This design comes from an exercise in tuning for small area on the open sky130 flow, not from production work. Function was checked by simulation only, so behaviour that the tests miss may differ from the original. Power and IR drop assume default switching activity. No driver is modelled on the clock port, so clocking that relies on it looks cheaper here than on a real chip.

==> flow/design.v <==
module rv32i_core (
    input  logic Rst,
    input  logic Clk,
    output logic [31:0] imem_addr,
    input  logic [31:0] imem_rdata,
    output logic        dmem_re,
    output logic        dmem_we,
    output logic [1:0]  dmem_size,
    output logic [31:0] dmem_addr,
    output logic [31:0] dmem_wdata,
    input  logic [31:0] dmem_rdata,
    output logic        retire_valid,
    output logic [31:0] retire_pc,
    output logic        retire_we,
    output logic [4:0]  retire_rd,
    output logic [31:0] retire_wdata
);
    logic [4:0]  cnt;      
    logic [1:0]  fr;       
    logic        clr;      
    logic [31:2] pc;
    logic [31:0] adr, dat;
    logic        c;        
    logic        flag;     
    logic [4:0]  k;        
    wire [31:0] I = imem_rdata;
    wire [2:0]  f3 = I[14:12];
    wire [4:0]  rs1 = I[19:15];
    wire [4:0]  rs2 = I[24:20];
    wire [4:0]  rd  = I[11:7];
    wire is_ld    = ~I[6] & ~I[4] & ~I[5];
    wire is_st    = ~I[6] & ~I[4] &  I[5];
    wire is_br    =  I[6] & ~I[2];
    wire is_jalr  =  I[6] &  I[2] & ~I[3];
    wire is_jal   =  I[6] &  I[3];
    wire is_u     = ~I[6] &  I[4] &  I[2];
    wire is_lui   = is_u &  I[5];
    wire is_alu   = ~I[6] &  I[4] & ~I[2];
    wire is_op    = is_alu & I[5];
    wire is_sh    = is_alu & ~f3[1] & f3[0];
    wire is_slt   = is_alu & ~f3[2] & f3[1];
    wire is_calc  = is_alu & ~is_sh & ~is_slt;    
    wire left     = ~f3[2];
    wire f1   = (fr == 2'd0) & ~clr;
    wire f2   = (fr == 2'd1);
    wire f3r  = (fr == 2'd2);
    wire pf   = (fr == 2'd3);
    wire c0   = (cnt == 5'd0);
    wire c31  = (cnt == 5'd31);
    wire pcsh = (pf | clr) & (cnt[4:1] != 4'd0);    
    always_ff @(posedge Clk or posedge Rst)
        if (Rst) begin
            cnt <= 5'd0;
            fr  <= 2'd0;
            clr <= 1'b1;
        end else begin
            cnt <= cnt + 5'd1;
            if (c31) begin
                clr <= 1'b0;
                if (~clr) fr <= fr + 2'd1;
            end
        end
    logic [31:0] rb0;                       
    logic        wbit;
    wire [4:0] ra = (f2 & ~is_jalr) ? rs2 : rs1;
    wire r = rb0[ra];
    wire rf_we = f3r & ~is_br & ~is_st;
    wire wb = wbit & ~clr;
    assign rb0[0] = 1'b0;
    for (genvar i = 1; i < 32; i++) begin : g_reg
        logic [31:0] q;
        wire sel = clr | (rf_we & (rd == i));
        always_ff @(posedge Clk)
            q <= {sel ? wb : q[0], q[31:1]};
        assign rb0[i] = q[0];
    end
    wire        four  = (cnt == 5'd2);
    wire [31:0] immI = {{20{I[31]}}, I[31:20]};
    wire [31:0] immS = {{20{I[31]}}, I[31:25], I[11:7]};
    wire [31:0] immB = {{19{I[31]}}, I[31], I[7], I[30:25], I[11:8], 1'b0};
    wire [31:0] immU = {I[31:12], 12'b0};
    wire [31:0] immJ = {{11{I[31]}}, I[31], I[19:12], I[20], I[30:21], 1'b0};
    wire [31:0] immv = is_u ? immU : is_st ? immS : is_br ? immB : is_jal ? immJ : immI;
    wire imm = immv[cnt];
    wire cmpf = f2 & (is_slt | is_br);
    logic a, b, sub;
    always_comb begin
        a = adr[0];                         
        b = imm;
        sub = 1'b0;
        if (pf) begin
            a   = pc[2] & (cnt[4:1] != 4'd0);
            b   = four;
        end else if (f1) begin
            b   = is_br ? imm : four;
        end else if (f2) begin
            a   = (is_lui | is_sh) ? 1'b0 : (is_u | is_jal) ? adr[0] : is_jalr ? r : dat[0];
            b   = is_jal ? four : (is_op | is_br) ? r : imm;
            sub = is_br | is_slt | (is_sh & left) | (is_op & (f3 == 3'b000) & I[30]);
        end
    end
    wire sgn  = c31 & cmpf & (is_br ? ~f3[1] : ~f3[0]);
    wire ax   = a ^ sgn;
    wire bx   = b ^ sub ^ sgn;
    wire cin  = c0 ? sub : c;
    wire sum  = ax ^ bx ^ cin;
    wire cout = (ax & bx) | (ax & cin) | (bx & cin);
    logic res;
    always_comb
        case ({is_alu & f2, f3})
            4'b1100: res = a ^ b;
            4'b1110: res = a | b;
            4'b1111: res = a & b;
            default: res = sum;
        endcase
    wire acc  = ~c0 & flag;
    wire neq  = acc | sum;
    wire taken = f3[0] ^ (f3[2] ? ~cout : ~neq);
    wire kz  = (k == 5'd0);
    wire tap = adr[k];
    wire ldin = f3[1] | (f3[0] ? ~cnt[4] : (cnt[4:3] == 2'b00));
    wire ldbit = c0 ? dmem_rdata[0] : ldin ? dat[0] : (~f3[2] & dat[31]);
    wire shbit = (left & kz) ? dat[0] : tap;
    always_comb
        if (is_ld) wbit = ldbit;
        else if (is_slt) wbit = c0 & flag;
        else if (is_sh) wbit = shbit;
        else wbit = dat[0];
    wire npc = (clr | (cnt[4:1] == 4'd0)) ? 1'b0 : flag ? adr[0] : sum;
    logic dat_in;
    always_comb
        if (f1) dat_in = is_jalr ? sum : r;            
        else if (f2) dat_in = is_st ? r : is_ld ? 1'b0 : (is_sh | is_jalr) ? dat[0] : res;
        else dat_in = wbit;
    logic adr_in;
    always_comb
        if (pf | clr) adr_in = npc;
        else if (f1) adr_in = is_br ? sum : adr[0];
        else if (f2) adr_in = (is_ld | is_st | is_jalr) ? sum : is_sh ? (~left & dat[0]) : adr[0];
        else adr_in = is_jal ? sum : is_sh ? (left ? dat[0] : (I[30] & adr[31])) : adr[0];
    wire dat_ld = f3r & is_ld & c0;
    always_ff @(posedge Clk) begin
        c   <= cout;
        adr <= {adr_in, adr[31:1]};
        dat <= {dat_in | (dat_ld & dmem_rdata[0]), dat[31:1] | ({31{dat_ld}} & dmem_rdata[31:1])};
        if (cmpf) flag <= c31 ? (is_br ? taken : ~cout) : neq;
        else if (pf & c0) flag <= is_jal | is_jalr | (is_br & flag);
        if (f2 & is_sh & (cnt < 5'd5)) k <= {sum, k[4:1]};
        if (pcsh) pc <= {npc, pc[31:3]};
    end
    assign imem_addr    = {pc, cnt[1:0]};
    assign dmem_re      = f3r & is_ld & c0;
    assign dmem_we      = pf & is_st & c0;
    assign dmem_size    = f3[1:0];
    assign dmem_addr    = adr;
    assign dmem_wdata   = dat;
    assign retire_valid = pf & c0;
    assign retire_pc    = {pc, cnt[1:0]};
    assign retire_we    = ~is_br & ~is_st & (rd != 5'd0);
    assign retire_rd    = rd;
    assign retire_wdata = dat;
endmodule
==> flow/flow/run.sh <==
#!/bin/bash
# Layout flow: the standard ORFS flow with three changes.
#  1. Synthesis is the standard synthesis (same passes, same registers)
#     but Yosys's abc call uses an area-oriented ABC script (flow/area.abc)
#     without a delay target.
#  2. Ports are buffered with the smallest buffer (buf_1).
#  3. CTS clusters more sinks per clock buffer and inserts no dummy loads.
set -euo pipefail
H=$(pwd)
VARS=(
  "SYNTH_SCRIPT=$H/flow/my_synth.tcl"
  "BUFFER_PORTS_ARGS=-buffer_cell sky130_fd_sc_hd__buf_1"
  "CTS_ARGS=-sink_clustering_enable -repair_clock_nets -dont_use_dummy_load -sink_clustering_size 36 -sink_clustering_max_diameter 100 -apply_ndr full -root_buf sky130_fd_sc_hd__clkbuf_8 -tree_buf sky130_fd_sc_hd__clkbuf_8"
)
bash standard.sh "${VARS[@]}" synth > synth.log 2>&1
bash standard.sh "${VARS[@]}" finish > layout.log 2>&1
==> flow/flow/area.abc <==
strash
&get -n
&deepsyn -J 50
&dch -f
&nf -R 1000
&put
==> flow/flow/my_synth.tcl <==
# The standard synthesis (synth_recipe.tcl), with Yosys's abc call given an
# area-oriented ABC script and no delay target.
proc synth {args} { yosys synth -nofsm -noshare {*}$args }
set ::my_abc_script [file join [file dirname [file normalize [info script]]] area.abc]
proc abc {args} {
  set out {}
  set skip 0
  foreach a $args {
    if {$skip} { set skip 0; continue }
    if {$a in {-script -constr -D}} { set skip 1; continue }
    lappend out $a
  }
  yosys abc -script $::my_abc_script {*}$out
}
source $::env(SCRIPTS_DIR)/synth.tcl
# left out here: clear keep_hierarchy, flatten, clean up, hide names made inside functions, write 1_2_yosys.v
==> flow/standard.sh <==
#!/bin/bash
# synth_recipe.tcl (not shown) runs the flow's synth.tcl, then flattens the netlist and writes it again
# the make line also repeats each setting of config.mk as NAME=value (left out here)
make -C /OpenROAD-flow-scripts/flow DESIGN_CONFIG=/design/flow/config.mk WORK_HOME=/design/flow/orfs CLKGATE_MAP_FILE= SYNTH_SCRIPT=/design/flow/synth_recipe.tcl "${@:-finish}"
==> flow/config.mk <==
export PLATFORM = sky130hd
export DESIGN_NAME = rv32i_core
export DESIGN_NICKNAME = rv32i_core
export VERILOG_FILES = /design/flow/design.v
export SDC_FILE = /design/flow/constraint.sdc
export NUM_CORES = 8
export LEC_CHECK = 0
export ABC_AREA = 1
export CAP_MARGIN = 20
export CORE_MARGIN = 2
export CORE_UTILIZATION = 60
export PLACE_DENSITY = 0.95
export SETUP_SLACK_MARGIN = 0.5
export SLEW_MARGIN = 20
==> flow/constraint.sdc <==
create_clock -name core_clock -period 15.0 [get_ports {Clk}]
set_input_delay 3.0000 -clock core_clock [delete_from_list [all_inputs] [get_ports {Clk}]]
set_output_delay 3.0000 -clock core_clock [all_outputs]
set_load 0.01 [all_outputs]
==> results of run 1 <==
==> final cells by class <==
class | count | area [um2] | share of cell area [%]
antenna | 1 | 2.502 | 0.009187
clock buffer | 36 | 844.6 | 3.100
inverter | 15 | 56.30 | 0.2067
multi-input combinational | 386 | 2296 | 8.429
sequential | 1101 | 22440 | 82.39
tap | 539 | 674.4 | 2.476
timing repair buffer | 240 | 923.4 | 3.390
==> Yosys cell counts, types with 4 or more instances <==
master / n
dfrtp_1: 7
a211oi_1: 5
clkinv_1: 15
a21o_1: 31
a21oi_1: 35
xor2_1: 4
nor2b_1: 12
dfxtp_1: 1057
nor2_1: 37
buf_4: 73
nand2b_1: 8
nor3_1: 9
ha_1: 10
a31oi_1: 11
nand3_1: 14
mux2i_1: 7
edfxtp_1: 36
a222oi_1: 9
nand2_1: 53
o21ai_0: 79
and2_0: 4
o22ai_1: 18
==> metrics by stage <==
stage / util (%) / cell area, um2 / hold WS [ns]
after CTS: 65.08 / 27240 / 0.2606
after global placement: 63.06 / 26390 / 0.3097
final: 65.09 / 27240 / 0.2674
after global routing: 65.09 / 27240 / 0.2688
after detailed placement: 63.06 / 26390 / 0.3121
after floorplan: - / 25340 / 0.3096
==> cells in the final DEF, fill, tap and decap left out, types with 2 or more instances in the layout <==
cell | Yosys | final
a211oi_1 | 5 | 5
a21o_1 | 31 | 31
a21oi_1 | 35 | 35
a221oi_1 | 3 | 3
a222oi_1 | 9 | 9
a22o_1 | 2 | 2
a22oi_1 | 3 | 3
a31oi_1 | 11 | 11
a32oi_1 | 3 | 3
and2_0 | 4 | 4
buf_1 | 0 | 234
buf_4 | 73 | 6
clkbuf_16 | 0 | 31
clkbuf_8 | 0 | 5
clkinv_1 | 15 | 15
dfrtp_1 | 7 | 7
dfxtp_1 | 1057 | 1057
edfxtp_1 | 36 | 36
ha_1 | 10 | 10
mux2i_1 | 7 | 7
nand2_1 | 53 | 53
nand2b_1 | 8 | 8
nand3_1 | 14 | 14
nor2_1 | 37 | 35
nor2_2 | 0 | 2
nor2b_1 | 12 | 12
nor3_1 | 9 | 9
nor4_1 | 2 | 2
o211ai_1 | 3 | 3
o21ai_0 | 79 | 79
o221ai_1 | 2 | 2
o22ai_1 | 18 | 18
o31ai_1 | 3 | 3
or2_0 | 2 | 2
xnor2_1 | 2 | 2
xor2_1 | 4 | 4
==> final timing paths <==
check / start / endpoint / slack, ns / depth (start not counted)
max in group asynchronous: Rst / clr$_DFFE_PP1P_ / 12.49 / 2
min reg2reg: g_reg[7].q[5]$_DFF_P_ / g_reg[7].q[4]$_DFF_P_ / 0.27 / 0
min: g_reg[7].q[5]$_DFF_P_ / g_reg[7].q[4]$_DFF_P_ / 0.27 / 0
min in group asynchronous: Rst / fr[0]$_DFFE_PP0P_ / 2.24 / 2
max reg2reg: fr[1]$_DFFE_PP0P_ / flag$_DFFE_PP_ / 9.51 / 19
max: imem_rdata[2] / flag$_DFFE_PP_ / 6.84 / 21
==> critical path, stage by stage <==
cell and delay, ns:
buf_1 0.41, nor2b_1 0.23, nor2_1 0.32, nand2_1 0.21
nand2_1 0.33, mux2i_1 0.66, nor2b_1 0.22, a222oi_1 0.34
nand3_1 0.13, a21oi_1 0.18, nor3_1 0.07, a21oi_1 0.36
o221ai_1 0.21, a31oi_1 0.37, xor2_1 0.22, fa_1 0.57
a21oi_1 0.21, xor2_1 0.19, o2111ai_1 0.14, o211ai_1 0.12
nand2_1 0.06
==> per-layer routing <==
layer	global-route usage [%]	part of all wire [%]	wire length [um]	vias to the layer above
li1	-	-	-	5479
met1	24.95	41	18930	5428
met2	37.83	51	23510	410
met3	3.008	4.7	2185	112
met4	9.293	3.9	1833	0
met5	0	0	0	-
==> registers in the layout, summed over array words and instances (netlist names) <==
register and flops:
cnt 5, k 5, c 1, dat 32
adr 32, g.q 992, clr 1, flag 1
fr 2, pc 30
==> kinds of logic (layout without fill, tap and decap cells) <==
family	after synthesis	after routing	share of synthesized area (%)
AO/OA/AOI/OAI	214	214	5.230
XOR/XNOR	6	6	0.2074
adder cells (fa/ha/maj)	11	11	0.5728
buffers and inverters	88	291	2.385
flip-flops	1101	1101	88.57
multiplexers	9	9	0.4099
other	0	1	0
AND/OR/NAND/NOR	146	146	2.622
==> where the power goes <==
part           leakage [nW]  switching, mW  internal [mW]
registers              8.94         0.0400           2.98
logic                  1.25          0.107         0.0606
clock network         0.418          0.772          0.406
==> summary.txt, run 1 <==
Setup WS pre-CTS: 6.268 ns
proportion of layout cells with a drive suffix above 1: 2.587%
Fillers: 2793
I/O Buffers: 234
Layout Skew: 0.09184 ns
syn nets: 1652
DR vias: 11429
DR pass1 iterations: 6
Worst-Skew Late Latency: 0.72 ns
FF+latch count, synth: 1101
Synth warnings: 1
Area contributors post-synth: dfxtp_1 (84%), edfxtp_1 (4.3%), buf_4 (2.2%), o21ai_0 (1.6%), a21o_1 (0.92%)
final setup vio count: 0
routed len/inst: 20.04 um
initial DRC count: 843
vias in the first global route: 11533
largest net degree at the start of global routing: 37
Global Route Usage Sum: 20.93%
cell leakage power: 10.61 nW
top_reg_cell synth: dfxtp_1
clock transition at the registers of the reported paths: 0.12 ns
Placer Congestion: 0.8319
outcome: timing/DRC/antenna clean
slew at the pin closest to its max-slew limit: 1.058 ns
TritonCTS clock tree: done
library cells used by synthesis: 48
FMAX: 122.6 MHz
ANT nets after route: 0
sequential element share of the synthesized area: 88.57%
GR Overflow Total: 0
Syn Area/Cell: 16.09 um2
CP max FO: 9
Initial Utilization: 60.54%
routed wire length: 46460 um
Die Width: 209.5 um
# resized after CTS: 0
Final period util: 54.37%
I/O Pins: 237
area share of the largest cell type after synthesis: 83.51%
Tot Pwr: 4.365 mW
PwrDens: 160.2 nW/um2
DP HPWL: 32190 um
Num CTS Buffers: 36
Post-Layout Cell Count: 2318
area leader, netlist: dfxtp_1
H-tree depth: 2
CP Capture Type: flip-flop
number of hold buffers added after CTS: 0
Sink Count: 1101
TNS Setup: 0 ns
Worst Path Arrival: 8.57 ns
Clock Tree Root: clkbuf_8
worst hold path type: reg2reg
Setup WS post-layout: 6.844 ns
DIE AREA: 43890 um2
Area Overhead vs Synth: 7.506%
fin crit period: 8.156 ns
Max Cap Viol: 0
row cnt: 75
global-route wire length before repair: 68340 um
Via density: 4.931
VDD IR-drop max: 0.1290 mV
drc violations: 0
chip height: 209.5 um
kind of critical path: in2reg
CTS max path bufs: 3
Slew Limit Headroom: 29.07%
# Post-CTS Setup Buffers: 0
final hold vios: 0
final-report max-slew violation count: 0
Placed Instances: 2281
critical path launch point type: input pin
Synth Instances: 1575
Netlist Area Pre-Place: 25340 um2
required time worst endpoint: 15.41 ns
RSZ-0062 raised after global routing: no
core area: 41850 um2
initial antenna violation count: 4
asr flop ratio synth: 0.7266%
nets@finish: 1857
Post-synth EDFFs: 36
==> inputs of run 2 (changes only) <==
--- a/flow/flow/run.sh
+++ b/flow/flow/run.sh
@@ -12,3 +12,3 @@
   "BUFFER_PORTS_ARGS=-buffer_cell sky130_fd_sc_hd__buf_1"
-  "CTS_ARGS=-sink_clustering_enable -repair_clock_nets -dont_use_dummy_load -sink_clustering_size 36 -sink_clustering_max_diameter 100 -apply_ndr full -root_buf sky130_fd_sc_hd__clkbuf_8 -tree_buf sky130_fd_sc_hd__clkbuf_8"
+  "CTS_ARGS=-sink_clustering_enable -repair_clock_nets -dont_use_dummy_load -sink_clustering_size 34 -sink_clustering_max_diameter 100 -apply_ndr full -root_buf sky130_fd_sc_hd__clkbuf_8 -tree_buf sky130_fd_sc_hd__clkbuf_8"
 )
--- a/flow/config.mk
+++ b/flow/config.mk
@@ -10,4 +10,4 @@
 export CORE_MARGIN = 2
-export CORE_UTILIZATION = 60
-export PLACE_DENSITY = 0.95
+export CORE_UTILIZATION = 65
+export PLACE_DENSITY = 0.8
 export SETUP_SLACK_MARGIN = 0.5
==> run 2 against run 1 <==
Hold slack gained 0.047 ns; highest routed layer is now met5; maximum frequency grew 2.7%; clock power is essentially flat; utilization grew 5.6 points; power grew 0.40%; cell count shrank 0.86%; still clean on timing, DRC and antenna; register-to-register slack gained 0.10 ns; critical path depth grew 1; largest power group unchanged.
==> summary.txt, run 2 <==
outcome: timing/DRC/antenna clean
DIE AREA: 40580 um2
crit-path cells: buf_1, buf_4, and2_0, nor2_1, nand2_1, nand2_1, mux2i_1, nand2_1, o22ai_1, o21ai_0, a21oi_1, a21oi_1, a21oi_1, o221ai_1, a31oi_1, xor2_1, fa_1, a21oi_1, xor2_1, o2111ai_1, o211ai_1, nand2_1
Via density: 4.950
I/O Pins: 237
drc violations: 0
worst hold path type: reg2reg
clock transition at the registers of the reported paths: 0.12 ns
Switching Share: 20.88%
Internal Power: 3.468 mW
Post-synth top cells: dfxtp_1 (1057), o21ai_0 (79), buf_4 (73)
Area contributors post-synth: dfxtp_1 (84%), edfxtp_1 (4.3%), buf_4 (2.2%), o21ai_0 (1.6%), a21o_1 (0.92%)
CP top delay family: compound AO/OA/AOI/OAI gates
syn nets: 1652
CP max FO: 16
Final period util: 52.93%
Die Width: 201.4 um
final hold vios: 0
critical path launch point type: input pin
dpl cell area: 26350 um2
DP HPWL: 29580 um
Layout Skew: 0.03772 ns
proportion of layout cells with a drive suffix above 1: 2.587%
Setup WS post-layout: 7.060 ns
I/O Buffers: 234
required time worst endpoint: 15.43 ns
Slew Limit Headroom: 36.40%
Worst-Skew Late Latency: 0.69 ns
Reg power frac: 68.8%
Hold Startpoint: g_reg[5].q[18]$_DFF_P_
register bank with the most flops: g.q
Placer Congestion: 0.9659
RSZ-0062 raised after global routing: no
PwrDens: 160.8 nW/um2
asr flop ratio synth: 0.7266%
top flop regs: g.q x992, adr x32, dat x32
routed len/inst: 19.20 um
global-route wire length before repair: 66590 um
area share of the largest cell type after synthesis: 83.51%
Placed Instances: 2258
fin crit period: 7.940 ns
CP Capture Type: flip-flop
GR Overflow Total: 0
Area Overhead vs Synth: 7.550%
library cells used by synthesis: 48
initial antenna violation count: 6
slew at the pin closest to its max-slew limit: 0.9483 ns
ANT nets after route: 0
number of hold buffers added after CTS: 0
FMAX: 125.9 MHz
Synth Instances: 1575
vias in the first global route: 11313
routed wire length: 44120 um
Clock Tree Root: clkbuf_8
Final Cell Area: 27250 um2
FF-to-FF Start: fr[1]$_DFFE_PP0P_
# Post-CTS Setup Buffers: 0
VDD IR-drop max: 0.1018 mV
CTS max path bufs: 3
Gate power share: 3.9%
final setup vio count: 0
critical path's slowest cell: mux2i_1
final core utilization: 70.68%
Syn Area/Cell: 16.09 um2
area leader, netlist: dfxtp_1
most common cell after layout, fill and taps aside: dfxtp_1
cell leakage power: 10.63 nW
Max Cap Viol: 0
Post-synth EDFFs: 36
clock power share: 27.3%
Worst Path Arrival: 8.37 ns
Initial Utilization: 65.72%
initial DRC count: 750
Buf/Inv on CP: 2
DR vias: 11376
Synth warnings: 1
Post-Layout Cell Count: 2298
max FFs per register: 992
H-tree depth: 2
switching power: 0.9148 mW
kind of critical path: in2reg
top_reg_cell synth: dfxtp_1
dominant cell by count in the synthesized netlist: dfxtp_1
# resized after CTS: 0
TritonCTS clock tree: done
largest net degree at the start of global routing: 35
final-report max-slew violation count: 0
Num CTS Buffers: 38
Global Route Usage Sum: 21.83%
TNS Setup: 0 ns
beginning of the critical path: imem_rdata[6]
chip height: 201.4 um
row cnt: 72
crit-path max cell delay: 0.72 ns
FF+latch count, synth: 1101
Fillers: 2450
Sink Count: 1101
most frequent cells in the layout: dfxtp_1 (1057), buf_1 (234), o21ai_0 (79)
nets@finish: 1857
Setup WS pre-CTS: 6.373 ns
core area: 38560 um2
sequential element share of the synthesized area: 88.57%
Netlist Area Pre-Place: 25340 um2
DR pass1 iterations: 8
==> run 2: cell count changes in the layout (fill, tap and decap cells not counted), sizes merged <==
cell / previous run / this run
buf: 240 / 238
clkbuf: 36 / 38
diode: 1 / 2
==> run 2: area by class of cell <==
cell class	count	area, um2	area share [%]
flip-flops and latches	1101	22440	82.36
inverters	15	56.30	0.2066
repair buffers	238	908.4	3.333
clock buffers	38	894.6	3.283
diodes	2	5.005	0.01837
well taps	518	648.1	2.378
multi-input cells	386	2296	8.425
==> run 2: cells by family after synthesis <==
group	share of synthesized area [%]
flip-flops	88.57
AND/OR/NAND/NOR	2.622
AO/OA/AOI/OAI	5.230
buffers and inverters	2.385
adder cells (fa/ha/maj)	0.5728
XOR/XNOR	0.2074
multiplexers	0.4099
==> run 2: power by group through the flow <==
stage,sequential [mW],clock [mW],combinational [mW]
final,3.01,1.20,0.171
after global routing,3.02,1.32,0.183
after CTS,3.01,1.23,0.171
after detailed placement,3.08,0,0.170
after global placement,3.08,0,0.169
after floorplan,3.09,0,0.101
==> run 2: final timing paths <==
path	to	cells after the start	slack [ns]
worst max register to register	flag$_DFFE_PP_	19	9.61
min in group asynchronous	cnt[0]$_DFF_PP0_	2	2.20
worst min register to register	g_reg[5].q[17]$_DFF_P_	0	0.31
worst min-delay path	g_reg[5].q[17]$_DFF_P_	0	0.31
max in group asynchronous	clr$_DFFE_PP1P_	2	12.54
worst max-delay path	flag$_DFFE_PP_	22	7.06
==> run 2: metrics by stage <==
step | power (mW) | hold slack [ns]
after floorplan | 3.191 | 0.3096
after global placement | 3.247 | 0.3100
after detailed placement | 3.251 | 0.3121
after CTS | 4.415 | 0.3082
after global routing | 4.525 | 0.3087
final | 4.382 | 0.3147
==> run 2: routing by layer <==
layer / track usage, % / vias up / part of all wire [%] / wire [um]
met5: 0 / - / 0.052 / 23
met4: 8.981 / 4 / 4.2 / 1857
met3: 4.163 / 112 / 5.2 / 2280
met2: 37.13 / 396 / 48 / 21370
met1: 27.65 / 5377 / 42 / 18590
li1: - / 5487 / - / -
==> inputs of run 3 (changes only) <==
--- a/flow/flow/run.sh
+++ b/flow/flow/run.sh
@@ -12,3 +12,3 @@
   "BUFFER_PORTS_ARGS=-buffer_cell sky130_fd_sc_hd__buf_1"
-  "CTS_ARGS=-sink_clustering_enable -repair_clock_nets -dont_use_dummy_load -sink_clustering_size 34 -sink_clustering_max_diameter 100 -apply_ndr full -root_buf sky130_fd_sc_hd__clkbuf_8 -tree_buf sky130_fd_sc_hd__clkbuf_8"
+  "CTS_ARGS=-sink_clustering_enable -repair_clock_nets -dont_use_dummy_load -sink_clustering_size 35 -sink_clustering_max_diameter 100 -apply_ndr full -root_buf sky130_fd_sc_hd__clkbuf_8 -tree_buf sky130_fd_sc_hd__clkbuf_8"
 )
==> run 3 against run 2 <==
Final area about the same; critical path depth is the same; via count up 0.33%; global-route usage rose by 0.65 points; critical path type unchanged.
==> summary.txt, run 3 <==
reg2reg end: flag$_DFFE_PP_
crit-path max cell delay: 0.73 ns
Synth warnings: 1
CP top delay family: compound AO/OA/AOI/OAI gates
critical path launch point type: input pin
nets@finish: 1856
chip height: 201.4 um
Global Route Usage Sum: 22.48%
critical path's slowest cell: mux2i_1
most common cell after layout, fill and taps aside: dfxtp_1
max FFs per register: 992
top flop regs: g.q x992, adr x32, dat x32
outcome: timing/DRC/antenna clean
global-route wire length before repair: 68410 um
Worst Path Arrival: 8.38 ns
Post-synth EDFFs: 36
Layout Skew: 0.04612 ns
Setup WS pre-CTS: 6.373 ns
Netlist Area Pre-Place: 25340 um2
Reg2Reg Setup Slack: 9.53 ns
Num CTS Buffers: 37
DR pass1 iterations: 6
cell leakage power: 10.62 nW
sequential element share of the synthesized area: 88.57%
most frequent cells in the layout: dfxtp_1 (1057), buf_1 (234), o21ai_0 (79)
syn nets: 1652
CP max FO: 16
ANT nets after route: 0
Worst Setup EP: flag$_DFFE_PP_
Via density: 4.966
fin crit period: 7.978 ns
Tot Pwr: 4.379 mW
asr flop ratio synth: 0.7266%
kind of critical path: in2reg
Final Cell Area: 27230 um2
CP Capture Type: flip-flop
final hold vios: 0
TNS Setup: 0 ns
I/O Pins: 237
required time worst endpoint: 15.40 ns
CTS max path bufs: 3
Worst-Skew Late Latency: 0.68 ns
row cnt: 72
largest net degree at the start of global routing: 36
Synth Instances: 1575
FF-to-FF Start: fr[1]$_DFFE_PP0P_
slew at the pin closest to its max-slew limit: 0.9590 ns
drc violations: 0
FF+latch count, synth: 1101
# Post-CTS Setup Buffers: 0
beginning of the critical path: imem_rdata[6]
DP HPWL: 29580 um
Max Cap Viol: 0
Clock Tree Root: clkbuf_8
Final period util: 53.19%
Register-to-Register Path Depth: 19
Area contributors post-synth: dfxtp_1 (84%), edfxtp_1 (4.3%), buf_4 (2.2%), o21ai_0 (1.6%), a21o_1 (0.92%)
crit-path cells: buf_1, buf_4, and2_0, nor2_1, nand2_1, nand2_1, mux2i_1, nand2_1, o22ai_1, o21ai_0, a21oi_1, a21oi_1, a21oi_1, o221ai_1, a31oi_1, xor2_1, fa_1, a21oi_1, xor2_1, o2111ai_1, o211ai_1, nand2_1
Die Width: 201.4 um
VDD IR-drop max: 0.1245 mV
TritonCTS clock tree: done
dpl cell area: 26350 um2
final-report max-slew violation count: 0
DR vias: 11413
RSZ-0062 raised after global routing: no
area leader, netlist: dfxtp_1
# resized after CTS: 0
library cells used by synthesis: 48
GR Overflow Total: 0
initial antenna violation count: 5
vias in the first global route: 11446
Setup WS post-layout: 7.022 ns
Post-synth top cells: dfxtp_1 (1057), o21ai_0 (79), buf_4 (73)
worst hold path type: reg2reg
Syn Area/Cell: 16.09 um2
number of hold buffers added after CTS: 0
Slew Limit Headroom: 35.68%
Buf/Inv on CP: 2
I/O Buffers: 234
proportion of layout cells with a drive suffix above 1: 2.532%
top_reg_cell synth: dfxtp_1
Placer Congestion: 0.9659
register bank with the most flops: g.q
H-tree depth: 2
Area Overhead vs Synth: 7.461%
Crit path depth: 22
area share of the largest cell type after synthesis: 83.51%
Initial Utilization: 65.72%
FMAX: 125.3 MHz
initial DRC count: 846
dominant cell by count in the synthesized netlist: dfxtp_1
routed len/inst: 19.83 um
DIE AREA: 40580 um2
clock transition at the registers of the reported paths: 0.11 ns
Fillers: 2442
PwrDens: 160.8 nW/um2
final setup vio count: 0
Sink Count: 1101
core area: 38560 um2
routed wire length: 45570 um
==> run 3: changes by cell type in the layout (fill, tap and decap cells not counted), sizes merged <==
| cell | delta |
|---|---|
| clkbuf | -1 |
| diode | +1 |
==> run 3: how the worst min path moves through the flow <==
stage	start	end	slack, ns	cells past startpoint
2_1_floorplan	g_reg[10].q[1]$_DFF_P_	g_reg[10].q[0]$_DFF_P_	0.31	0
3_3_place_gp	g_reg[14].q[17]$_DFF_P_	g_reg[14].q[16]$_DFF_P_	0.31	0
3_5_place_dp	g_reg[29].q[27]$_DFF_P_	g_reg[29].q[26]$_DFF_P_	0.31	0
4_1_cts	g_reg[23].q[19]$_DFF_P_	g_reg[23].q[18]$_DFF_P_	0.29	0
5_1_grt	g_reg[23].q[17]$_DFF_P_	g_reg[23].q[16]$_DFF_P_	0.30	0
6_report	g_reg[23].q[19]$_DFF_P_	g_reg[23].q[18]$_DFF_P_	0.29	0
==> run 3: worst register-to-register path: stages (launching register included) <==
cell and delay [ns]:
dfrtp_1 0.44, clkinv_1 0.08, ha_1 0.40, nand2_1 0.34
mux2i_1 0.71, nand2_1 0.25, o22ai_1 0.22, o21ai_0 0.12
a21oi_1 0.19, a21oi_1 0.07, a21oi_1 0.37, o221ai_1 0.16
a31oi_1 0.37, xor2_1 0.22, fa_1 0.58, a21oi_1 0.22
xor2_1 0.16, o2111ai_1 0.12, o211ai_1 0.11, nand2_1 0.06
==> run 3: report_power, final <==
part,internal [mW],switching [mW]
clock,0.418,0.775
sequential,2.98,0.0358
combinational,0.0605,0.110
total,3.46,0.921
==> run 3: through the flow <==
step / hold WS, ns / cells / util, %
floorplan: 0.3096 / 1575 / -
global placement: 0.3100 / 2258 / 68.34
detailed placement: 0.3121 / 2258 / 68.34
CTS: 0.2860 / 2295 / 70.60
global route: 0.2972 / 2297 / 70.61
finish: 0.2883 / 2298 / 70.62
==> run 3: logic make-up after synthesis <==
group / after synthesis / share of synthesized area [%]
flops: 1101 / 88.57
compound gates: 214 / 5.230
simple gates: 146 / 2.622
buf+inv: 88 / 2.385
fa+ha+maj: 11 / 0.5728
mux: 9 / 0.4099
xor+xnor: 6 / 0.2074
==> run 3: per-layer routing <==
metal	vias to the layer above	track usage (%)	wire length, um
met2	435	38.85	22230
met3	116	3.304	2324
met5	-	0	13
met4	2	10.16	2096
met1	5373	28.19	18900
li1	5487	-	-
==> run 3: area by class of cell <==
| type | instances | area [um2] | area share, % |
|---|---|---|---|
| diodes | 3 | 7.507 | 0.02757 |
| clock buffers | 37 | 869.6 | 3.194 |
| inverters | 15 | 56.30 | 0.2068 |
| multi-input cells | 386 | 2296 | 8.432 |
| flip-flops and latches | 1101 | 22440 | 82.42 |
| well taps | 518 | 648.1 | 2.380 |
| repair buffers | 238 | 908.4 | 3.336 |
==> inputs of run 4 (changes only) <==
--- a/flow/flow/run.sh
+++ b/flow/flow/run.sh
@@ -12,3 +12,3 @@
   "BUFFER_PORTS_ARGS=-buffer_cell sky130_fd_sc_hd__buf_1"
-  "CTS_ARGS=-sink_clustering_enable -repair_clock_nets -dont_use_dummy_load -sink_clustering_size 35 -sink_clustering_max_diameter 100 -apply_ndr full -root_buf sky130_fd_sc_hd__clkbuf_8 -tree_buf sky130_fd_sc_hd__clkbuf_8"
+  "CTS_ARGS=-sink_clustering_enable -repair_clock_nets -dont_use_dummy_load -sink_clustering_size 35 -sink_clustering_max_diameter 100 -apply_ndr full -root_buf sky130_fd_sc_hd__clkbuf_4 -tree_buf sky130_fd_sc_hd__clkbuf_4"
 )
==> run 4 against run 3 <==
Power decreased by 0.44%; register-to-register slack about the same; non-clock buffer count unchanged; sequential share of layout area increased by 0.087 points; highest routed layer unchanged; still clean on timing, DRC and antenna; clock skew increased by 0.012 ns; critical path type unchanged.
==> summary.txt, run 4 <==
TNS Setup: 0 ns
Reg power frac: 69.2%
Register-to-Register Path Depth: 19
switching power: 0.9231 mW
Internal Power: 3.436 mW
largest net degree at the start of global routing: 36
syn nets: 1652
reg2reg end: flag$_DFFE_PP_
adder-cell share of the synthesized area: 0.5728%
Area contributors post-synth: dfxtp_1 (84%), edfxtp_1 (4.3%), buf_4 (2.2%), o21ai_0 (1.6%), a21o_1 (0.92%)
worst hold path type: reg2reg
FMAX: 128.0 MHz
slew at the pin closest to its max-slew limit: 0.9553 ns
ANT nets after route: 0
Tot Pwr: 4.360 mW
Max Cap Viol: 0
Buf/Inv on CP: 2
FF-to-FF Start: fr[1]$_DFFE_PP0P_
DR vias: 11449
Layout Skew: 0.05779 ns
library cells used by synthesis: 48
VDD IR-drop max: 0.1205 mV
Synth Instances: 1575
simple-gate share of the synthesized area: 2.622%
Reg2Reg Setup Slack: 9.53 ns
row cnt: 72
most common cell after layout, fill and taps aside: dfxtp_1
fin crit period: 7.812 ns
final-report max-slew violation count: 0
proportion of layout cells with a drive suffix above 1: 2.532%
Post-synth EDFFs: 36
register bank with the most flops: g.q
top_reg_cell synth: dfxtp_1
global-route wire length before repair: 68630 um
initial antenna violation count: 7
Netlist Area Pre-Place: 25340 um2
area leader, netlist: dfxtp_1
number of hold buffers added after CTS: 0
area share of the largest cell type after synthesis: 83.51%
cell leakage power: 10.60 nW
XOR/XNOR share of the synthesized area: 0.2074%
# resized after CTS: 0
most frequent cells in the layout: dfxtp_1 (1057), buf_1 (234), o21ai_0 (79)
PwrDens: 160.3 nW/um2
H-tree depth: 2
critical path's slowest cell: mux2i_1
I/O Pins: 237
final hold slack: 0.2836 ns
initial DRC count: 839
Hold Startpoint: g_reg[23].q[19]$_DFF_P_
DP HPWL: 29580 um
Crit path depth: 22
final setup vio count: 0
Clock Tree Root: clkbuf_4
DR pass1 iterations: 8
Syn Area/Cell: 16.09 um2
CP Capture Type: flip-flop
Slew Limit Headroom: 35.93%
routed wire length: 46020 um
Initial Utilization: 65.72%
dominant cell by count in the synthesized netlist: dfxtp_1
GR Overflow Total: 0
crit-path max cell delay: 0.74 ns
TritonCTS clock tree: done
top flop regs: g.q x992, adr x32, dat x32
clock transition at the registers of the reported paths: 0.11 ns
sequential element share of the synthesized area: 88.57%
core area: 38560 um2
Die Width: 201.4 um
Worst Path Arrival: 8.42 ns
I/O Buffers: 234
required time worst endpoint: 15.60 ns
kind of critical path: in2reg
Num CTS Buffers: 37
max FFs per register: 992
chip height: 201.4 um
Placer Congestion: 0.9659
Via density: 4.980
mux cell area share after synthesis: 0.4099%
final core utilization: 70.54%
DIE AREA: 40580 um2
Fillers: 2438
FF+latch count, synth: 1101
Synth warnings: 1
drc violations: 0
# Post-CTS Setup Buffers: 0
Gate power share: 3.9%
Sink Count: 1101
largest family of logic cells by synthesized area: compound AO/OA/AOI/OAI gates
Switching Share: 21.18%
Final period util: 52.08%
Area Overhead vs Synth: 7.348%
nets@finish: 1856
complex-gate fraction of the synthesized area: 5.229%
critical path launch point type: input pin
asr flop ratio synth: 0.7266%
RSZ-0062 raised after global routing: no
Hold EP: g_reg[23].q[18]$_DFF_P_
Global Route Usage Sum: 22.58%
CP top delay family: compound AO/OA/AOI/OAI gates
outcome: timing/DRC/antenna clean
CP max FO: 16
clock power share: 26.9%
crit-path cells: buf_1, buf_4, and2_0, nor2_1, nand2_1, nand2_1, mux2i_1, nand2_1, o22ai_1, o21ai_0, a21oi_1, a21oi_1, a21oi_1, o221ai_1, a31oi_1, xor2_1, fa_1, a21oi_1, xor2_1, o2111ai_1, o211ai_1, nand2_1
Worst-Skew Late Latency: 0.87 ns
routed len/inst: 20.02 um
final hold vios: 0
CTS max path bufs: 3
vias in the first global route: 11457
hold path cells: 0
Post-synth top cells: dfxtp_1 (1057), o21ai_0 (79), buf_4 (73)
run 4: cell counts after synthesis:
No cell type changed its count.
run 4: worst register-to-register path, cell delays in order (launching register included):
cell and delay [ns]:
dfrtp_1 0.44, clkinv_1 0.08, ha_1 0.39, nand2_1 0.34
mux2i_1 0.72, nand2_1 0.25, o22ai_1 0.22, o21ai_0 0.12
a21oi_1 0.19, a21oi_1 0.07, a21oi_1 0.37, o221ai_1 0.16
a31oi_1 0.38, xor2_1 0.22, fa_1 0.57, a21oi_1 0.21
xor2_1 0.16, o2111ai_1 0.12, o211ai_1 0.11, nand2_1 0.06
run 4: final cells by class:
class                      count  area, um2  area share, %
sequential                  1101      22440          82.51
multi-input combinational    386       2296          8.441
timing repair buffer         238      908.4          3.340
clock buffer                  37      838.3          3.082
tap                          518      648.1          2.383
inverter                      15      56.30         0.2070
antenna                        4      10.01        0.03680
run 4: cell families after synthesis:
group / count (synthesis)
AOI/OAI and AO/OA: 214
xor gates and xnor gates: 6
adders and majority gates: 11
buffers and inverters: 88
DFF: 1101
muxes: 9
and+or+nand+nor: 146
run 4: power by group through the flow:
stage                     Sequential (mW)  Clock [mW]  Combinational [mW]
after floorplan                      3.09           0               0.101
after global placement               3.08           0               0.169
after detailed placement             3.08           0               0.170
after CTS                            3.01        1.20               0.171
after global routing                 3.02        1.29               0.183
final                                3.01        1.17               0.171
run 4: how the worst max path moves through the flow:
stage / from / end / slack (ns)
finish: imem_rdata[6] / flag$_DFFE_PP_ / 7.19
global route: imem_rdata[6] / flag$_DFFE_PP_ / 6.82
CTS: imem_rdata[6] / flag$_DFFE_PP_ / 7.33
detailed placement: imem_rdata[6] / flag$_DFFE_PP_ / 6.37
global placement: imem_rdata[6] / flag$_DFFE_PP_ / 6.49
floorplan: imem_rdata[6] / dmem_re / 7.49
run 4: metal layers:
layer / vias to the layer above / GRT usage [%] / wire length [um]
met3: 111 / 3.612 / 2309
li1: 5483 / - / -
met2: 425 / 38.82 / 22470
met1: 5426 / 28.28 / 19210
met5: - / 0 / 27
met4: 4 / 10.27 / 2003
run 4: stage by stage:
stage                     area (um2)  setup slack, ns  cells
after global placement         26350            6.489   2258
after detailed placement       26350            6.373   2258
after global routing           27200            6.821   2298
after floorplan                25340            7.493   1575
final                          27200            7.188   2299
after CTS                      27190            7.328   2295
==> inputs of run 5 (changes only) <==
--- a/flow/flow/run.sh
+++ b/flow/flow/run.sh
@@ -6,3 +6,6 @@
 #  2. Ports are buffered with the smallest buffer (buf_1).
-#  3. CTS clusters more sinks per clock buffer and inserts no dummy loads.
+#  3. CTS clusters up to 35 sinks per clock buffer, inserts no dummy loads,
+#     routes clock nets with a wider non-default rule (less capacitance per
+#     length, so each buffer can drive more sinks within the slew limit) and
+#     uses clkbuf_4 above the leaf buffers.
 set -euo pipefail
--- a/flow/config.mk
+++ b/flow/config.mk
@@ -8,3 +8,3 @@
 export ABC_AREA = 1
-export CAP_MARGIN = 20
+export CAP_MARGIN = 0
 export CORE_MARGIN = 2
@@ -13,2 +13,2 @@
 export SETUP_SLACK_MARGIN = 0.5
-export SLEW_MARGIN = 20
+export SLEW_MARGIN = 0
==> run 5 against run 4 <==
Still clean; clock power is essentially flat; combinational power is essentially flat; synthesized area is the same; synthesized cell count is the same; maximum frequency is the same; non-clock buffer count is the same; critical path type unchanged; largest power group unchanged; highest routed layer unchanged.
==> summary.txt, run 5 <==
outcome: timing/DRC/antenna clean
TNS Setup: 0 ns
Worst-Skew Late Latency: 0.87 ns
simple-gate share of the synthesized area: 2.622%
area leader, netlist: dfxtp_1
Hold Startpoint: g_reg[23].q[19]$_DFF_P_
chip height: 201.4 um
Clock Tree Root: clkbuf_4
register bank with the most flops: g.q
required time worst endpoint: 15.60 ns
final hold slack: 0.2836 ns
Area Overhead vs Synth: 7.348%
met2 Track Usage GR: 38.82%
initial antenna violation count: 7
Worst Path Arrival: 8.42 ns
complex-gate fraction of the synthesized area: 5.229%
row cnt: 72
Via density: 4.980
core area: 38560 um2
final-report max-slew violation count: 0
CTS max path bufs: 3
largest net degree at the start of global routing: 36
routed len/inst: 20.02 um
I/O Pins: 237
Syn Area/Cell: 16.09 um2
XOR/XNOR share of the synthesized area: 0.2074%
# Post-CTS Setup Buffers: 0
routed wire length: 46020 um
I/O Buffers: 234
Post-synth top cells: dfxtp_1 (1057), o21ai_0 (79), buf_4 (73)
final setup vio count: 0
DR pass1 iterations: 8
VDD IR-drop max: 0.1205 mV
area share of the largest cell type after synthesis: 83.51%
clock transition at the registers of the reported paths: 0.11 ns
critical path launch point type: input pin
max FFs per register: 992
Register-to-Register Path Depth: 19
Die Width: 201.4 um
global-route wire length before repair: 68630 um
final hold vios: 0
Sink Count: 1101
syn nets: 1652
vias in the first global route: 11457
Tot Pwr: 4.360 mW
reg2reg end: flag$_DFFE_PP_
Reg2Reg Setup Slack: 9.53 ns
most frequent cells in the layout: dfxtp_1 (1057), buf_1 (234), o21ai_0 (79)
sequential element share of the synthesized area: 88.57%
hold path cells: 0
Slew Limit Headroom: 35.93%
Max Cap Viol: 0
kind of critical path: in2reg
Global Route Usage Sum: 22.58%
CP Capture Type: flip-flop
drc violations: 0
top_reg_cell synth: dfxtp_1
Post-Layout Cell Count: 2299
DR vias: 11449
ANT nets after route: 0
Initial Utilization: 65.72%
CP max FO: 16
FF+latch count, synth: 1101
dominant cell by count in the synthesized netlist: dfxtp_1
Synth Instances: 1575
PwrDens: 160.3 nW/um2
Placer Congestion: 0.9659
cell leakage power: 10.60 nW
TritonCTS clock tree: done
Post-synth EDFFs: 36
FMAX: 128.0 MHz
Num CTS Buffers: 37
Hold EP: g_reg[23].q[18]$_DFF_P_
GR Util met3: 3.612%
Layout Skew: 0.05779 ns
Netlist Area Pre-Place: 25340 um2
Placed Instances: 2258
largest family of logic cells by synthesized area: compound AO/OA/AOI/OAI gates
Area contributors post-synth: dfxtp_1 (84%), edfxtp_1 (4.3%), buf_4 (2.2%), o21ai_0 (1.6%), a21o_1 (0.92%)
adder-cell share of the synthesized area: 0.5728%
most common cell after layout, fill and taps aside: dfxtp_1
DP HPWL: 29580 um
Synth warnings: 1
FF-to-FF Start: fr[1]$_DFFE_PP0P_
mux cell area share after synthesis: 0.4099%
Final period util: 52.08%
DIE AREA: 40580 um2
number of hold buffers added after CTS: 0
H-tree depth: 2
GR Util met1: 28.28%
library cells used by synthesis: 48
nets@finish: 1856
RSZ-0062 raised after global routing: no
proportion of layout cells with a drive suffix above 1: 2.532%
worst hold path type: reg2reg
slew at the pin closest to its max-slew limit: 0.9553 ns
asr flop ratio synth: 0.7266%
GR Overflow Total: 0
# resized after CTS: 0
top flop regs: g.q x992, adr x32, dat x32
initial DRC count: 839
fin crit period: 7.812 ns
GR peak layer: met2
run 5: logic make-up (layout without fill, tap and decap cells):
kind of cell,after synthesis,in the layout
other cells,0,4
xor+xnor,6,6
simple gates,146,146
compound gates,214,214
mux,9,9
buf+inv,88,290
flops,1101,1101
fa+ha+maj,11,11
run 5: metrics by stage:
stage	setup WS (ns)	utilization, %	area (um2)
floorplan	7.493	-	25340
global route	6.821	70.54	27200
global placement	6.489	68.34	26350
CTS	7.328	70.52	27190
detailed placement	6.373	68.34	26350
finish	7.188	70.54	27200
run 5: layout make-up:
class,instances,area (um2)
Inverter,15,56.30
Clock buffer,37,838.3
Sequential cell,1101,22440
Timing Repair Buffer,238,908.4
Antenna cell,4,10.01
Fill cell,2438,11360
Multi-Input combinational cell,386,2296
Tap cell,518,648.1
run 5: how the worst max path moves through the flow:
| stage | from | to | slack (ns) | cells after the start |
|---|---|---|---|---|
| 5_1_grt | imem_rdata[6] | flag$_DFFE_PP_ | 6.82 | 21 |
| 2_1_floorplan | imem_rdata[6] | dmem_re | 7.49 | 3 |
| 3_5_place_dp | imem_rdata[6] | flag$_DFFE_PP_ | 6.37 | 22 |
| 4_1_cts | imem_rdata[6] | flag$_DFFE_PP_ | 7.33 | 22 |
| 3_3_place_gp | imem_rdata[6] | flag$_DFFE_PP_ | 6.49 | 22 |
| 6_report | imem_rdata[6] | flag$_DFFE_PP_ | 7.19 | 22 |
run 5: metal layers:
layer,share of wire (%),vias up
met4,4.4,4
met3,5.0,111
met2,49,425
met5,0.059,-
li1,-,5483
met1,42,5426
run 5: critical path: stages:
cell,delay [ns]
buf_1,0.10
buf_4,0.20
and2_0,0.25
nor2_1,0.36
nand2_1,0.20
nand2_1,0.33
mux2i_1,0.74
nand2_1,0.25
o22ai_1,0.22
o21ai_0,0.12
a21oi_1,0.19
a21oi_1,0.07
a21oi_1,0.37
o221ai_1,0.16
a31oi_1,0.38
xor2_1,0.22
fa_1,0.57
a21oi_1,0.21
xor2_1,0.16
o2111ai_1,0.12
o211ai_1,0.11
nand2_1,0.06
run 5: report_power, final:
part,switching (mW),internal (mW)
combinational,0.110,0.0605
sequential,0.0359,2.98
clock,0.777,0.397
total,0.923,3.44
==> inputs of run 6 (changes only) <==
--- a/flow/config.mk
+++ b/flow/config.mk
@@ -8,3 +8,3 @@
 export ABC_AREA = 1
-export CAP_MARGIN = 0
+export CAP_MARGIN = 20
 export CORE_MARGIN = 2
@@ -13,2 +13,2 @@
 export SETUP_SLACK_MARGIN = 0.5
-export SLEW_MARGIN = 0
+export SLEW_MARGIN = 20
==> run 6 against run 5 <==
Die area is the same; cell count is the same; maximum frequency is the same.
==> summary.txt, run 6 <==
Via density: 4.980
RSZ-0062 raised after global routing: no
initial DRC count: 839
drc violations: 0
PwrDens: 160.3 nW/um2
DR pass1 iterations: 8
fin crit period: 7.812 ns
routed wire length: 46020 um
Reg power frac: 69.2%
top flop regs: g.q x992, adr x32, dat x32
Placer Congestion: 0.9659
slew at the pin closest to its max-slew limit: 0.9553 ns
GR Overflow Total: 0
Netlist Area Pre-Place: 25340 um2
Final period util: 52.08%
Layout Skew: 0.05779 ns
# resized after CTS: 0
final setup vio count: 0
final hold vios: 0
I/O Buffers: 234
worst hold path type: reg2reg
Internal Power: 3.436 mW
outcome: timing/DRC/antenna clean
Slew Limit Headroom: 35.93%
kind of critical path: in2reg
Initial Utilization: 65.72%
ANT nets after route: 0
CP Capture Type: flip-flop
most common cell after layout, fill and taps aside: dfxtp_1
DR vias: 11449
routed len/inst: 20.02 um
most frequent cells in the layout: dfxtp_1 (1057), buf_1 (234), o21ai_0 (79)
Post-synth top cells: dfxtp_1 (1057), o21ai_0 (79), buf_4 (73)
chip height: 201.4 um
top_reg_cell synth: dfxtp_1
Clock Tree Root: clkbuf_4
I/O Pins: 237
dominant cell by count in the synthesized netlist: dfxtp_1
max FFs per register: 992
Global Route Usage Sum: 22.58%
area share of the largest cell type after synthesis: 83.51%
vias in the first global route: 11457
initial antenna violation count: 7
row cnt: 72
clock power share: 26.9%
Area contributors post-synth: dfxtp_1 (84%), edfxtp_1 (4.3%), buf_4 (2.2%), o21ai_0 (1.6%), a21o_1 (0.92%)
Worst Setup EP: flag$_DFFE_PP_
Tot Pwr: 4.360 mW
Register-to-Register Path Depth: 19
asr flop ratio synth: 0.7266%
largest net degree at the start of global routing: 36
Die Width: 201.4 um
Gate power share: 3.9%
Switching Share: 21.18%
TNS Setup: 0 ns
Reg2Reg Setup Slack: 9.53 ns
H-tree depth: 2
crit-path max cell delay: 0.74 ns
Area Overhead vs Synth: 7.348%
final-report max-slew violation count: 0
sequential element share of the synthesized area: 88.57%
FF-to-FF Start: fr[1]$_DFFE_PP0P_
Syn Area/Cell: 16.09 um2
cell leakage power: 10.60 nW
FF+latch count, synth: 1101
dpl cell area: 26350 um2
TritonCTS clock tree: done
CP max FO: 16
syn nets: 1652
core area: 38560 um2
switching power: 0.9231 mW
crit-path cells: buf_1, buf_4, and2_0, nor2_1, nand2_1, nand2_1, mux2i_1, nand2_1, o22ai_1, o21ai_0, a21oi_1, a21oi_1, a21oi_1, o221ai_1, a31oi_1, xor2_1, fa_1, a21oi_1, xor2_1, o2111ai_1, o211ai_1, nand2_1
nets@finish: 1856
Sink Count: 1101
clock transition at the registers of the reported paths: 0.11 ns
Max Cap Viol: 0
proportion of layout cells with a drive suffix above 1: 2.532%
area leader, netlist: dfxtp_1
Synth warnings: 1
DP HPWL: 29580 um
critical path launch point type: input pin
# Post-CTS Setup Buffers: 0
DIE AREA: 40580 um2
VDD IR-drop max: 0.1205 mV
final hold slack: 0.2836 ns
beginning of the critical path: imem_rdata[6]
Final Cell Area: 27200 um2
critical path's slowest cell: mux2i_1
Num CTS Buffers: 37
FMAX: 128.0 MHz
Synth Instances: 1575
Worst-Skew Late Latency: 0.87 ns
number of hold buffers added after CTS: 0
CTS max path bufs: 3
global-route wire length before repair: 68630 um
register bank with the most flops: g.q
Worst Path Arrival: 8.42 ns
reg2reg end: flag$_DFFE_PP_
required time worst endpoint: 15.60 ns
Post-synth EDFFs: 36
library cells used by synthesis: 48
==> run 6: cell counts in the layout (fill, tap and decap cells not counted) <==
Identical to the previous run, type by type.
==> run 6: kinds of logic (layout without fill, tap and decap cells) <==
family                     count (synthesis)  count (layout)  synth area share (%)
and+or+nand+nor                          146             146                 2.622
AOI/OAI and AO/OA                        214             214                 5.230
DFF                                     1101            1101                 88.57
adders and majority gates                 11              11                0.5728
muxes                                      9               9                0.4099
buffers and inverters                     88             290                 2.385
xor gates and xnor gates                   6               6                0.2074
other                                      0               4                     0
==> run 6: layer usage <==
layer	up-vias	track usage, %	part of all wire (%)
met3	111	3.612	5.0
met5	-	0	0.059
met4	4	10.27	4.4
met1	5426	28.28	42
met2	425	38.82	49
li1	5483	-	-
==> run 6: worst min path at each step <==
stage | start | end | slack (ns) | depth (start not counted)
floorplan | g_reg[10].q[1]$_DFF_P_ | g_reg[10].q[0]$_DFF_P_ | 0.31 | 0
global placement | g_reg[14].q[17]$_DFF_P_ | g_reg[14].q[16]$_DFF_P_ | 0.31 | 0
detailed placement | g_reg[29].q[27]$_DFF_P_ | g_reg[29].q[26]$_DFF_P_ | 0.31 | 0
CTS | g_reg[23].q[19]$_DFF_P_ | g_reg[23].q[18]$_DFF_P_ | 0.28 | 0
global route | g_reg[23].q[17]$_DFF_P_ | g_reg[23].q[16]$_DFF_P_ | 0.28 | 0
finish | g_reg[23].q[19]$_DFF_P_ | g_reg[23].q[18]$_DFF_P_ | 0.28 | 0
==> run 6: final cells by class <==
cell class | count | area (um2)
clock buffers | 37 | 838.3
well taps | 518 | 648.1
flip-flops and latches | 1101 | 22440
inverters | 15 | 56.30
multi-input cells | 386 | 2296
diodes | 4 | 10.01
repair buffers | 238 | 908.4
fillers | 2438 | 11360
==> run 6: power by group through the flow <==
stage	combinational, mW	sequential, mW	clock [mW]
2_1_floorplan	0.101	3.09	0
3_3_place_gp	0.169	3.08	0
3_5_place_dp	0.170	3.08	0
4_1_cts	0.171	3.01	1.20
5_1_grt	0.183	3.02	1.29
6_report	0.171	3.01	1.17
==> run 6: stage by stage <==
stage	std cells	setup slack, ns	util (%)
after CTS	2295	7.328	70.52
after global routing	2298	6.821	70.54
after detailed placement	2258	6.373	68.34
after global placement	2258	6.489	68.34
after floorplan	1575	7.493	-
final	2299	7.188	70.54
==> run 6: worst max-delay path: cells and delay by family <==
family / cells / cell delay (ns)
adders and majority gates: 1 / 0.57
xor gates and xnor gates: 2 / 0.38
buffers and inverters: 2 / 0.30
and+or+nand+nor: 6 / 1.45
muxes: 1 / 0.74
AOI/OAI and AO/OA: 10 / 1.95
==> inputs of run 7 (changes only) <==
--- a/flow/flow/run.sh
+++ b/flow/flow/run.sh
@@ -15,3 +15,3 @@
   "BUFFER_PORTS_ARGS=-buffer_cell sky130_fd_sc_hd__buf_1"
-  "CTS_ARGS=-sink_clustering_enable -repair_clock_nets -dont_use_dummy_load -sink_clustering_size 35 -sink_clustering_max_diameter 100 -apply_ndr full -root_buf sky130_fd_sc_hd__clkbuf_4 -tree_buf sky130_fd_sc_hd__clkbuf_4"
+  "CTS_ARGS=-sink_clustering_enable -repair_clock_nets -dont_use_dummy_load -sink_clustering_size 36 -sink_clustering_max_diameter 80 -apply_ndr full -root_buf sky130_fd_sc_hd__clkbuf_4 -tree_buf sky130_fd_sc_hd__clkbuf_4"
 )
==> run 7 against run 6 <==
Still clean; register-to-register slack got worse by 0.08 ns; sequential power barely moved; routed wire length fell by 3.9%; maximum frequency fell by 1.2%; count of clock-buffer cells in the layout rose by 2; utilization rose by 0.12 points; hold slack got worse by 0.032 ns; die area did not move.
==> summary.txt, run 7 <==
outcome: timing/DRC/antenna clean
initial DRC count: 806
I/O Buffers: 234
TNS Setup: 0 ns
crit-path cells: buf_1, buf_4, and2_0, nor2_1, nand2_1, nand2_1, mux2i_1, nand2_1, o22ai_1, o21ai_0, a21oi_1, a21oi_1, a21oi_1, o221ai_1, a31oi_1, xor2_1, fa_1, a21oi_1, xor2_1, o2111ai_1, o211ai_1, nand2_1
CP max FO: 16
number of hold buffers added after CTS: 0
final hold vios: 0
proportion of layout cells with a drive suffix above 1: 2.642%
Placer Congestion: 0.9659
I/O Pins: 237
Post-synth top cells: dfxtp_1 (1057), o21ai_0 (79), buf_4 (73)
DIE AREA: 40580 um2
GR Overflow Total: 0
sequential element share of the synthesized area: 88.57%
Clock Tree Root: clkbuf_4
Post-Layout Cell Count: 2299
library cells used by synthesis: 48
CTS max path bufs: 3
clock transition at the registers of the reported paths: 0.12 ns
FMAX: 126.4 MHz
global-route wire length before repair: 66180 um
crit-path max cell delay: 0.74 ns
Synth Instances: 1575
final setup vio count: 0
final core utilization: 70.66%
top flop regs: g.q x992, adr x32, dat x32
Setup WS post-layout: 7.091 ns
largest family of logic cells by synthesized area: compound AO/OA/AOI/OAI gates
Post-synth EDFFs: 36
RSZ-0062 raised after global routing: no
# resized after CTS: 0
row cnt: 72
most common cell after layout, fill and taps aside: dfxtp_1
Num CTS Buffers: 39
VDD IR-drop max: 0.1116 mV
routed len/inst: 19.23 um
Area contributors post-synth: dfxtp_1 (84%), edfxtp_1 (4.3%), buf_4 (2.2%), o21ai_0 (1.6%), a21o_1 (0.92%)
area share of the largest cell type after synthesis: 83.51%
chip height: 201.4 um
Initial Utilization: 65.72%
most frequent cells in the layout: dfxtp_1 (1057), buf_1 (234), o21ai_0 (79)
Layout Skew: 0.1468 ns
Final period util: 52.73%
Slew Limit Headroom: 35.58%
required time worst endpoint: 15.52 ns
max FFs per register: 992
clock power share: 27.3%
adder-cell share of the synthesized area: 0.5728%
DP HPWL: 29580 um
critical path launch point type: input pin
top_reg_cell synth: dfxtp_1
Placed Instances: 2258
area leader, netlist: dfxtp_1
Syn Area/Cell: 16.09 um2
Internal Power: 3.458 mW
Synth warnings: 1
Gate power share: 3.9%
Setup WS pre-CTS: 6.373 ns
final-report max-slew violation count: 0
dominant cell by count in the synthesized netlist: dfxtp_1
Worst-Skew Late Latency: 0.92 ns
switching power: 0.9221 mW
fin crit period: 7.909 ns
CP top delay family: compound AO/OA/AOI/OAI gates
Global Route Usage Sum: 21.63%
# Post-CTS Setup Buffers: 0
Netlist Area Pre-Place: 25340 um2
complex-gate fraction of the synthesized area: 5.229%
XOR/XNOR share of the synthesized area: 0.2074%
PwrDens: 160.8 nW/um2
nets@finish: 1858
Reg power frac: 68.8%
register bank with the most flops: g.q
DR vias: 11348
largest net degree at the start of global routing: 37
H-tree depth: 2
slew at the pin closest to its max-slew limit: 0.9605 ns
Via density: 4.936
CP Capture Type: flip-flop
vias in the first global route: 11285
simple-gate share of the synthesized area: 2.622%
Worst Path Arrival: 8.43 ns
Switching Share: 21.05%
FF+latch count, synth: 1101
core area: 38560 um2
Area Overhead vs Synth: 7.526%
DR pass1 iterations: 6
Sink Count: 1101
syn nets: 1652
drc violations: 0
routed wire length: 44210 um
worst hold path type: reg2reg
initial antenna violation count: 4
Max Cap Viol: 0
kind of critical path: in2reg
asr flop ratio synth: 0.7266%
cell leakage power: 10.63 nW
ANT nets after route: 0
mux cell area share after synthesis: 0.4099%
critical path's slowest cell: mux2i_1
Buf/Inv on CP: 2
Die Width: 201.4 um
TritonCTS clock tree: done
Tot Pwr: 4.380 mW
run 7: power by group through the flow:
stage                     Clock (mW)  Combinational (mW)  Sequential [mW]
final                           1.19               0.171             3.01
after global routing            1.30               0.183             3.02
after CTS                       1.21               0.171             3.01
after detailed placement           0               0.170             3.08
after global placement             0               0.169             3.08
after floorplan                    0               0.101             3.09
run 7: kinds of logic (layout without fill, tap and decap cells):
| logic type | count (synthesis) | after routing |
|---|---|---|
| and+or+nand+nor | 146 | 146 |
| AOI/OAI and AO/OA | 214 | 214 |
| adders and majority gates | 11 | 11 |
| muxes | 9 | 9 |
| buffers and inverters | 88 | 292 |
| xor gates and xnor gates | 6 | 6 |
| other | 0 | 2 |
| DFF | 1101 | 1101 |
run 7: layout make-up:
| type | instances | area (um2) |
|---|---|---|
| Antenna cell | 2 | 5.005 |
| Clock buffer | 39 | 888.4 |
| Fill cell | 2436 | 11310 |
| Inverter | 15 | 56.30 |
| Multi-Input combinational cell | 386 | 2296 |
| Sequential cell | 1101 | 22440 |
| Tap cell | 518 | 648.1 |
| Timing Repair Buffer | 238 | 908.4 |
run 7: final timing paths:
path | startpoint | to | slack [ns] | depth (start not counted)
worst min-delay path | g_reg[20].q[31]$_DFF_P_ | g_reg[20].q[30]$_DFF_P_ | 0.25 | 0
worst max-delay path | imem_rdata[6] | flag$_DFFE_PP_ | 7.09 | 22
worst min register to register | g_reg[20].q[31]$_DFF_P_ | g_reg[20].q[30]$_DFF_P_ | 0.25 | 0
min in group asynchronous | Rst | fr[1]$_DFFE_PP0P_ | 2.03 | 2
max in group asynchronous | Rst | fr[0]$_DFFE_PP0P_ | 12.70 | 2
worst max register to register | fr[1]$_DFFE_PP0P_ | flag$_DFFE_PP_ | 9.45 | 19
run 7: per-layer routing:
metal  routed length [um]  GRT usage [%]
met5                    0              0
met4                 2239          10.22
met3                 2163          3.677
met2                20960          36.39
met1                18840          27.51
run 7: stage by stage:
stage	hold slack [ns]	cell area [um2]
global route	0.2358	27240
global placement	0.3100	26350
floorplan	0.3096	25340
CTS	0.2274	27240
detailed placement	0.3121	26350
finish	0.2521	27240
==> inputs of run 8 (changes only) <==
--- a/flow/flow/run.sh
+++ b/flow/flow/run.sh
@@ -15,3 +15,3 @@
   "BUFFER_PORTS_ARGS=-buffer_cell sky130_fd_sc_hd__buf_1"
-  "CTS_ARGS=-sink_clustering_enable -repair_clock_nets -dont_use_dummy_load -sink_clustering_size 36 -sink_clustering_max_diameter 80 -apply_ndr full -root_buf sky130_fd_sc_hd__clkbuf_4 -tree_buf sky130_fd_sc_hd__clkbuf_4"
+  "CTS_ARGS=-sink_clustering_enable -repair_clock_nets -dont_use_dummy_load -sink_clustering_size 36 -sink_clustering_max_diameter 60 -apply_ndr full -root_buf sky130_fd_sc_hd__clkbuf_4 -tree_buf sky130_fd_sc_hd__clkbuf_4"
 )
==> run 8 against run 7 <==
Via count grew 1.4%; synthesized cell count is the same; die area is the same; hold slack gained 0.0013 ns; clock power grew 7%; non-clock buffer count is the same; routed wire length grew 2.8%; largest power group unchanged.
==> summary.txt, run 8 <==
DR pass1 iterations: 7
H-tree depth: 2
most frequent cells in the layout: dfxtp_1 (1057), buf_1 (234), o21ai_0 (79)
proportion of layout cells with a drive suffix above 1: 2.969%
top_reg_cell synth: dfxtp_1
chip height: 201.4 um
I/O Buffers: 234
library cells used by synthesis: 48
max FFs per register: 992
final hold vios: 0
number of hold buffers added after CTS: 0
Clock Tree Root: clkbuf_4
Num CTS Buffers: 45
TritonCTS clock tree: done
dominant cell by count in the synthesized netlist: dfxtp_1
Die Width: 201.4 um
initial DRC count: 783
Register-to-Register Path Depth: 19
Synth Instances: 1575
Metal-1 WL: 18760 um
Netlist Area Pre-Place: 25340 um2
VDD IR-drop max: 0.1825 mV
beginning of the critical path: imem_rdata[6]
Syn Area/Cell: 16.09 um2
DR vias: 11503
I/O Pins: 237
cell leakage power: 10.70 nW
FMAX: 128.9 MHz
Area Overhead vs Synth: 8.118%
Synth warnings: 1
RSZ-0062 raised after global routing: no
Worst Setup EP: flag$_DFFE_PP_
DIE AREA: 40580 um2
PwrDens: 162.6 nW/um2
row cnt: 72
Via density: 4.990
routed len/inst: 19.72 um
Post-Layout Cell Count: 2305
register bank with the most flops: g.q
drc violations: 0
critical path launch point type: input pin
CP max FO: 16
largest net degree at the start of global routing: 37
routed wire length: 45460 um
DP HPWL: 29580 um
reg2reg end: flag$_DFFE_PP_
Sink Count: 1101
Placer Congestion: 0.9659
Slew Limit Headroom: 35.93%
most common cell after layout, fill and taps aside: dfxtp_1
final setup vio count: 0
area leader, netlist: dfxtp_1
global-route wire length before repair: 68720 um
kind of critical path: in2reg
Worst-Skew Late Latency: 0.94 ns
TNS Setup: 0 ns
Global Route Usage Sum: 22.65%
top flop regs: g.q x992, adr x32, dat x32
syn nets: 1652
# Post-CTS Setup Buffers: 0
ANT nets after route: 0
outcome: timing/DRC/antenna clean
# resized after CTS: 0
Top Metal Used: met5
Post-synth EDFFs: 36
final-report max-slew violation count: 0
Worst Path Arrival: 8.38 ns
initial antenna violation count: 5
Reg2Reg Setup Slack: 9.62 ns
Fillers: 2411
sequential element share of the synthesized area: 88.57%
run 8: cell count changes in the layout (fill, tap and decap cells not counted), sizes merged:
| cell | previous run | this run |
|---|---|---|
| clkbuf | 39 | 45 |
run 8: area by class of cell:
type                            count  area, um2  area share [%]
Antenna cell                        2      5.005         0.01827
Clock buffer                       45       1039           3.791
Tap cell                          518      648.1           2.366
Sequential cell                  1101      22440           81.92
Inverter                           15      56.30          0.2055
Multi-Input combinational cell    386       2296           8.381
Timing Repair Buffer              238      908.4           3.316
run 8: critical path, stage by stage:
cell and delay (ns):
buf_1 0.10, buf_4 0.20, and2_0 0.25, nor2_1 0.36, nand2_1 0.20, nand2_1 0.33, mux2i_1 0.71, nand2_1 0.24
o22ai_1 0.21, o21ai_0 0.12, a21oi_1 0.19, a21oi_1 0.06, a21oi_1 0.36, o221ai_1 0.16, a31oi_1 0.39, xor2_1 0.22
fa_1 0.58, a21oi_1 0.22, xor2_1 0.16, o2111ai_1 0.12, o211ai_1 0.11, nand2_1 0.06
run 8: report_power, final:
group	leakage (nW)	internal (mW)	switching (mW)	total, mW
clock network	0.516	0.484	0.786	1.27
registers	8.94	2.98	0.0360	3.01
logic	1.25	0.0605	0.110	0.170
total	10.7	3.52	0.932	4.46
run 8: kinds of logic (layout without fill, tap and decap cells):
kind of cell / count (synthesis) / in the layout / share of synthesized area, %
DFF: 1101 / 1101 / 88.57
AOI/OAI and AO/OA: 214 / 214 / 5.230
xor gates and xnor gates: 6 / 6 / 0.2074
adders and majority gates: 11 / 11 / 0.5728
buffers and inverters: 88 / 298 / 2.385
other: 0 / 2 / 0
and+or+nand+nor: 146 / 146 / 2.622
muxes: 9 / 9 / 0.4099
run 8: worst min path at each step:
| stage | start | endpoint | slack, ns | cells past startpoint |
|---|---|---|---|---|
| global route | g_reg[15].q[21]$_DFF_P_ | g_reg[15].q[20]$_DFF_P_ | 0.26 | 0 |
| detailed placement | g_reg[29].q[27]$_DFF_P_ | g_reg[29].q[26]$_DFF_P_ | 0.31 | 0 |
| global placement | g_reg[14].q[17]$_DFF_P_ | g_reg[14].q[16]$_DFF_P_ | 0.31 | 0 |
| CTS | g_reg[15].q[21]$_DFF_P_ | g_reg[15].q[20]$_DFF_P_ | 0.26 | 0 |
| floorplan | g_reg[10].q[1]$_DFF_P_ | g_reg[10].q[0]$_DFF_P_ | 0.31 | 0 |
| finish | g_reg[15].q[21]$_DFF_P_ | g_reg[15].q[20]$_DFF_P_ | 0.25 | 0 |
run 8: layer usage:
metal  track usage, %  vias to the layer above
li1                 -                     5497
met3            4.179                      133
met1            28.49                     5440
met2            38.92                      431
met4            9.165                        2
met5                0                        -
run 8: metrics by stage:
stage / hold WS [ns] / total power, mW / cell area (um2) / worst slack [ns]
floorplan: 0.3096 / 3.191 / 25340 / 7.493
global placement: 0.3100 / 3.247 / 26350 / 6.489
detailed placement: 0.3121 / 3.251 / 26350 / 6.373
CTS: 0.2619 / 4.481 / 27390 / 7.342
global route: 0.2568 / 4.602 / 27400 / 6.799
finish: 0.2534 / 4.455 / 27400 / 7.243

Setup slack of run 8, layout unchanged: 7.243 ns with ideal ports, 7.272 ns with driving cells assumed (clock clkbuf_16, inputs buf_2), 6.360 ns with port delays also shifted by the 0.912 ns mid clock arrival.
